From an optimization exercise on the open Yosys and OpenROAD flow, aimed at small area and a short achievable clock period; shortcuts taken in it are not production practice. In this exercise RTL edits were held to simulation tests only and were not proved equivalent to the original.

==> v34: inputs <==
Design mbox, start of the top module:
module mbox(
  clk,
  rst,
  op1,
  op2,
  mdsel,
  out
);
  parameter XLEN = 32;
  localparam N = XLEN/2;
  input logic clk;
  input logic rst;
  input logic [N-1:0] op1;
  input logic [N-1:0] op2;
  input logic mdsel;
  output logic [XLEN-1:0] out;
  logic [N:0]   msn [0:N-1];   
  logic [N-1:0] mcn [0:N-1];   
  logic [XLEN-1:0] prodn;
  genvar i, j, k;
  generate
    for (j = 0; j < N; j = j + 1) begin : g_r0
      assign msn[0][j] = ~(op1[j] & op2[0]);
      assign mcn[0][j] = 1'b1;
    end
    assign msn[0][N] = 1'b1;
    for (i = 1; i < N; i = i + 1) begin : g_row
      assign msn[i][N] = 1'b1;
      for (j = 0; j < N; j = j + 1) begin : g_col
        logic a, b, c;
        assign a = ~(op1[j] & op2[i]);
        assign b = msn[i-1][j+1];
        assign c = mcn[i-1][j];
        assign msn[i][j] = a ^ b ^ c;
        assign mcn[i][j] = (a & b) | (c & (a | b));
      end
    end
    for (i = 0; i < N; i = i + 1) begin : g_plo
      assign prodn[i] = msn[i][0];
    end
    logic [N:0] fcn;
    assign fcn[0] = 1'b1;
    for (j = 0; j < N; j = j + 1) begin : g_fin
      logic a, b;
      assign a = msn[N-1][j+1];
      assign b = mcn[N-1][j];
      assign prodn[N+j] = a ^ b ^ fcn[j];
      assign fcn[j+1] = (a & b) | (fcn[j] & (a | b));
    end
  endgenerate
  logic [N:0] hz;
  assign hz[N] = 1'b1;
  generate
  ...
==> module mbox, before the edit <==
module mbox(
  clk,
  rst,
  op1,
  op2,
  mdsel,
  out
);
  parameter XLEN = 32;
  localparam N = XLEN/2;
  input logic clk;
  input logic rst;
  input logic [N-1:0] op1;
  input logic [N-1:0] op2;
  input logic mdsel;
  output logic [XLEN-1:0] out;
  logic [N:0]   msn [0:N-1];   
  logic [N-1:0] mcn [0:N-1];   
  logic [XLEN-1:0] prodn;
  genvar i, j, k;
  generate
    for (j = 0; j < N; j = j + 1) begin : g_r0
      assign msn[0][j] = ~(op1[j] & op2[0]);
      assign mcn[0][j] = 1'b1;
    end
    assign msn[0][N] = 1'b1;
    for (i = 1; i < N; i = i + 1) begin : g_row
      assign msn[i][N] = 1'b1;
      for (j = 0; j < N; j = j + 1) begin : g_col
        logic a, b, c;
        assign a = ~(op1[j] & op2[i]);
        assign b = msn[i-1][j+1];
        assign c = mcn[i-1][j];
        assign msn[i][j] = a ^ b ^ c;
        assign mcn[i][j] = (a & b) | (c & (a | b));
      end
    end
    for (i = 0; i < N; i = i + 1) begin : g_plo
      assign prodn[i] = msn[i][0];
    end
    logic [N:0] fcn;
    assign fcn[0] = 1'b1;
    for (j = 0; j < N; j = j + 1) begin : g_fin
      logic a, b;
      assign a = msn[N-1][j+1];
      assign b = mcn[N-1][j];
      assign prodn[N+j] = a ^ b ^ fcn[j];
      assign fcn[j+1] = (a & b) | (fcn[j] & (a | b));
    end
  endgenerate
  logic [N:0] hz;
  assign hz[N] = 1'b1;
  generate
    for (j = N-1; j >= 0; j = j - 1) begin : g_hz
      assign hz[j] = hz[j+1] & ~op2[j];
    end
  endgenerate
  logic [N-1:0] quo;
  logic [N-1:0] rem [0:N];     
  assign rem[0] = '0;
  generate
    for (k = N-1; k >= 0; k = k - 1) begin : g_div
      localparam W = N - k;
      logic [W-1:0] t, dx;
      logic [W:0] cy;
      if (W > 1) begin : g_t
        assign t = {rem[W-1][W-2:0], op1[k]};
      end else begin : g_t1
        assign t = op1[k];
      end
      assign cy[0] = 1'b1;
      for (j = 0; j < W; j = j + 1) begin : g_bit
        logic nb;
        assign nb = ~op2[j];
        assign dx[j] = nb ^ cy[j];
        assign cy[j+1] = (t[j] & nb) | (cy[j] & (t[j] | nb));
      end
      assign quo[k] = hz[W] & cy[W];
      if (k > 0) begin : g_rem
        assign rem[W] = {{(N-W){1'b0}}, (t ^ ({W{quo[k]}} & dx))};
      end else begin : g_last
        assign rem[W] = '0;
      end
    end
  endgenerate
  logic [XLEN-1:0] divres;
  assign divres = {{N{hz[0]}}, quo};
  always @(posedge clk) begin
    if (rst)
      out <= 0;
    else if (mdsel == 0)
      out <= ~prodn;
    else
      out <= divres;
  end
endmodule
==> flow/config.mk <==
export PLATFORM = sky130hd
export DESIGN_NAME = mbox
export DESIGN_NICKNAME = mbox
export VERILOG_FILES = /design/flow/design.v
export SDC_FILE = /design/flow/constraint.sdc
export NUM_CORES = 4
export LEC_CHECK = 0
export ABC_AREA = 1
export CAP_MARGIN = 20
export CORE_MARGIN = 2
export CORE_UTILIZATION = 40
export SLEW_MARGIN = 20
==> flow/constraint.sdc <==
create_clock -name core_clock -period 125.0 [get_ports {clk}]
set_input_delay 25.0000 -clock core_clock [delete_from_list [all_inputs] [get_ports {clk}]]
set_output_delay 25.0000 -clock core_clock [all_outputs]
set_load 0.01 [all_outputs]
run.sh (not shown) runs the stock make flow with config.mk's settings and CLKGATE_MAP_FILE= SYNTH_SCRIPT=/design/flow/synth_recipe.tcl, a recipe that flattens the netlist after the stock synthesis.
==> v24: changes against v34 <==
==> flow/design.v (replaced) <==
module mbox(
 			 clk,
  			 rst,
  			 op1,
  			 op2,
  			 mdsel,
			 out  			 
);
  parameter XLEN = 32;
  input logic clk;
  input logic rst;
  input logic [(XLEN/2)-1:0] op1;
  input logic [(XLEN/2)-1:0] op2;
  input logic mdsel;
  output logic [XLEN-1:0] out;
  always @(posedge clk) begin
    if(rst) 
      out <= 0;
    else if(mdsel == 0)
      out <= op1 * op2;
    else if(op2 == 0)
      out <= {XLEN{1'b1}};
    else
      out <= op1 / op2;
  end
endmodule
--- a/flow/config.mk
+++ b/flow/config.mk
@@ -5,7 +5,6 @@
 export SDC_FILE = /design/flow/constraint.sdc
 export NUM_CORES = 4
 export LEC_CHECK = 0
-export ABC_AREA = 1
 export CAP_MARGIN = 20
 export CORE_MARGIN = 2
 export CORE_UTILIZATION = 40
==> v12: changes against v34 <==
==> flow/design.v (replaced) <==
module mbox(
  clk,
  rst,
  op1,
  op2,
  mdsel,
  out
);
  parameter XLEN = 32;
  localparam N = XLEN/2;
  input logic clk;
  input logic rst;
  input logic [N-1:0] op1;
  input logic [N-1:0] op2;
  input logic mdsel;
  output logic [XLEN-1:0] out;
  logic [N:0]   ms [0:N-1];    
  logic [N-1:0] mc [0:N-1];    
  logic [XLEN-1:0] prod;
  genvar i, j, k;
  generate
    for (j = 0; j < N; j = j + 1) begin : g_r0
      assign ms[0][j] = op1[j] & op2[0];
      assign mc[0][j] = 1'b0;
    end
    assign ms[0][N] = 1'b0;
    for (i = 1; i < N; i = i + 1) begin : g_row
      assign ms[i][N] = 1'b0;
      for (j = 0; j < N; j = j + 1) begin : g_col
        logic a, b, c;
        assign a = op1[j] & op2[i];
        assign b = ms[i-1][j+1];
        assign c = mc[i-1][j];
        assign ms[i][j] = a ^ b ^ c;
        assign mc[i][j] = (a & b) | (c & (a | b));
      end
    end
    for (i = 0; i < N; i = i + 1) begin : g_plo
      assign prod[i] = ms[i][0];
    end
    logic [N:0] fc;
    assign fc[0] = 1'b0;
    for (j = 0; j < N; j = j + 1) begin : g_fin
      logic a, b;
      assign a = ms[N-1][j+1];
      assign b = mc[N-1][j];
      assign prod[N+j] = a ^ b ^ fc[j];
      assign fc[j+1] = (a & b) | (fc[j] & (a | b));
    end
  endgenerate
  logic [N:0] hz;
  assign hz[N] = 1'b1;
  generate
    for (j = N-1; j >= 0; j = j - 1) begin : g_hz
      assign hz[j] = hz[j+1] & ~op2[j];
    end
  endgenerate
  logic [N-1:0] quo;
  logic [N-1:0] rem [0:N];     
  assign rem[0] = '0;
  generate
    for (k = N-1; k >= 0; k = k - 1) begin : g_div
      localparam W = N - k;
      logic [W-1:0] t, d;
      logic [W:0] cy;
      if (W > 1) begin : g_t
        assign t = {rem[W-1][W-2:0], op1[k]};
      end else begin : g_t1
        assign t = op1[k];
      end
      assign cy[0] = 1'b1;
      for (j = 0; j < W; j = j + 1) begin : g_bit
        logic nb;
        assign nb = ~op2[j];
        assign d[j] = t[j] ^ nb ^ cy[j];
        assign cy[j+1] = (t[j] & nb) | (cy[j] & (t[j] | nb));
      end
      assign quo[k] = hz[W] & cy[W];
      if (k > 0) begin : g_rem
        assign rem[W] = {{(N-W){1'b0}}, (quo[k] ? d : t)};
      end else begin : g_last
        assign rem[W] = '0;
      end
    end
  endgenerate
  logic [XLEN-1:0] divres;
  assign divres = {{N{hz[0]}}, quo};
  always @(posedge clk) begin
    if (rst)
      out <= 0;
    else if (mdsel == 0)
      out <= prod;
    else
      out <= divres;
  end
endmodule
--- a/flow/config.mk
+++ b/flow/config.mk
@@ -5,7 +5,6 @@
 export SDC_FILE = /design/flow/constraint.sdc
 export NUM_CORES = 4
 export LEC_CHECK = 0
-export ABC_AREA = 1
 export CAP_MARGIN = 20
 export CORE_MARGIN = 2
 export CORE_UTILIZATION = 40
==> comparison <==
- The lowest critical path depth belongs to v34, the highest to v24.
- Worst setup slack: v24 < v12 < v34.
- In routed wire length, v24 is at 2.9 times the value of v12.

==> job 4011 <==
mbox, a different RTL version from the one above (not shown whole).
==> flow/config.mk <==
export PLATFORM = sky130hd
export DESIGN_NAME = mbox
export DESIGN_NICKNAME = mbox
export VERILOG_FILES = /design/flow/design.v
export SDC_FILE = /design/flow/constraint.sdc
export NUM_CORES = 4
export LEC_CHECK = 0
export ABC_AREA = 1
export CAP_MARGIN = 20
export CORE_MARGIN = 2
export CORE_UTILIZATION = 65
export SLEW_MARGIN = 20
export SYNTH_HIERARCHICAL = 1
export SYNTH_MINIMUM_KEEP_SIZE = 0
==> flow/constraint.sdc <==
create_clock -name core_clock -period 125.0 [get_ports {clk}]
set_input_delay 25.0000 -clock core_clock [delete_from_list [all_inputs] [get_ports {clk}]]
set_output_delay 25.0000 -clock core_clock [all_outputs]
set_load 0.01 [all_outputs]
standard.sh (not shown) runs the stock make flow with config.mk's settings and CLKGATE_MAP_FILE= SYNTH_SCRIPT=/design/flow/synth_recipe.tcl, a recipe that flattens the netlist after the stock synthesis.
==> flow/flow/run.sh <==
#!/bin/bash
# The standard layout with two changes:
#  - synthesis maps the logic with ABC using flow/abc.script (a yosys tcl
#    wrapper swaps the script; the rest of the standard synthesis is unchanged);
#  - plain buffers (buf_2) on the ports instead of the delay cell that
#    buffer_ports picks by default. Every port still gets a buffer.
set -euo pipefail
W=$(pwd)
cat > "$W/my_synth.tcl" <<EOT
proc abc {args} {
  set i [lsearch -exact \$args -script]
  if { \$i >= 0 } { lset args [expr {\$i+1}] $W/flow/abc.script }
  yosys abc {*}\$args
}
source $W/synth_recipe.tcl
EOT
sed "s#$W/synth_recipe.tcl#$W/my_synth.tcl#g" standard.sh > my_standard.sh
grep -q my_synth.tcl my_standard.sh
export BUFFER_PORTS_ARGS="-buffer_cell sky130_fd_sc_hd__buf_2"
bash my_standard.sh > standard.log 2>&1
==> flow/flow/abc.script <==
strash
dch
map -D 16000
topo
stime -c
buffer -c
upsize -c -D 16000
dnsize -c -D 16000
==> job 206: changes against job 4011 <==
==> flow/flow/abc.script (replaced) <==
strash
dch
map
topo
stime -c
buffer -c
upsize -c
dnsize -c
CORE_UTILIZATION = 80   (was 65)
PLACE_DENSITY = 0.85   (was default)
==> notes <==
Job 206 finished clean. Job 4011 went through all stages and came out clean. Non-clock buffer count: job 206 is lower than job 4011 (3). Against job 4011, the maximum frequency of job 206 is larger by about 3.5%. Between job 206 and job 4011, the lower first-iteration DRC count is in job 4011 (gap 87%, measured against job 4011). Against job 206, the utilization of job 4011 is lower by 15 points. Against job 4011, the synthesized cell count of job 206 is higher by 3.7%. Sequential cell count is the same in job 206 and job 4011. Global-route usage: job 4011 is lower than job 206 (8.8 points). In job 206 the synthesized area is larger than in job 4011, by about 4.6%. Between job 206 and job 4011, the lower setup slack is in job 4011 (gap 1.5 ns).
==> figures <==
| item | job 206 | job 4011 |
|---|---|---|
| Dpl hpwl | 29.20 mm | 26.60 mm |
| Synthesized area divided by synthesized cell count | 7.440 µm² | 7.374 µm² |
| Die Outline Area | 17940 µm² | 21010 µm² |
| Cell with the biggest individual delay on the critical path | sky130_fd_sc_hd__clkinv_1 | sky130_fd_sc_hd__nor2_2 |
| Filler-free cell count of the finished design | 2063 | 2048 |
| Actual transition at the worst max-transition pin | 0.8240 ns | 0.6876 ns |
| Synth top area share | 33.21% | 34.73% |
| Final Worst Setup Slack | 81.90 ns | 80.39 ns |
| Launch point of the critical path | op2[0] | op2[15] |
| Cell Count Post-Placement | 2055 | 2040 |
| Run status | finished clean | finished clean |
| Layout filler cell count | 1107 | 1736 |
| Clock transition at the registers of the reported paths | 0.06 ns | 0.08 ns |
| Detail Route met3 WL | 2.751 mm | 1.294 mm |
| CP Depth | 136 | 165 |
| Synth Area in Simple Gates | 34.77% | 34.31% |
| Non-clk bufs | 68 | 71 |
| Pin count of the biggest net entering global routing | 50 | 35 |

-- what the ideal ports hide --
In the flow no input, the clock included, has a driving cell. The finished layouts below were timed again as built, in two steps.
Step 1 (the two cells are an assumption about what drives the block):
set clk [get_ports {clk}]
set_driving_cell -lib_cell sky130_fd_sc_hd__clkbuf_16 $clk
set_driving_cell -lib_cell sky130_fd_sc_hd__buf_2 [delete_from_list [all_inputs] $clk]
Step 2 also shifts input and output timing later by t, the mid clock arrival at the registers, as if the neighbouring blocks saw the same clock.
a / b / c = ideal / step 1 / step 2; a / b = the first two.
| run | shift t [ns] | setup slack, ns | worst setup path at the end | clock arrival spread, ns | worst register clock-pin slew, ns |
|---|---|---|---|---|---|
| v34 | 0.346 | 81.983 / 82.001 / 81.655 | input to register | 0.022 / 0.022 | 0.08 / 0.08 |
| v24 | 0.363 | 6.934 / 6.965 / 6.602 | input to register | 0.013 / 0.013 | 0.07 / 0.07 |
| v12 | 0.307 | 47.439 / 47.449 / 47.142 | input to register | 0.005 / 0.004 | 0.05 / 0.05 |
| job 4011 | 0.330 | 80.388 / 80.400 / 80.070 | input to register | 0.013 / 0.013 | 0.08 / 0.08 |
| job 206 | 0.326 | 81.900 / 81.906 / 81.580 | input to register | 0.010 / 0.010 | 0.06 / 0.06 |
After both steps setup and hold are still met in every run listed. For v24, which loses most, drivers alone change the setup slack by +0.031 ns; drivers and shift together by -0.332 ns.
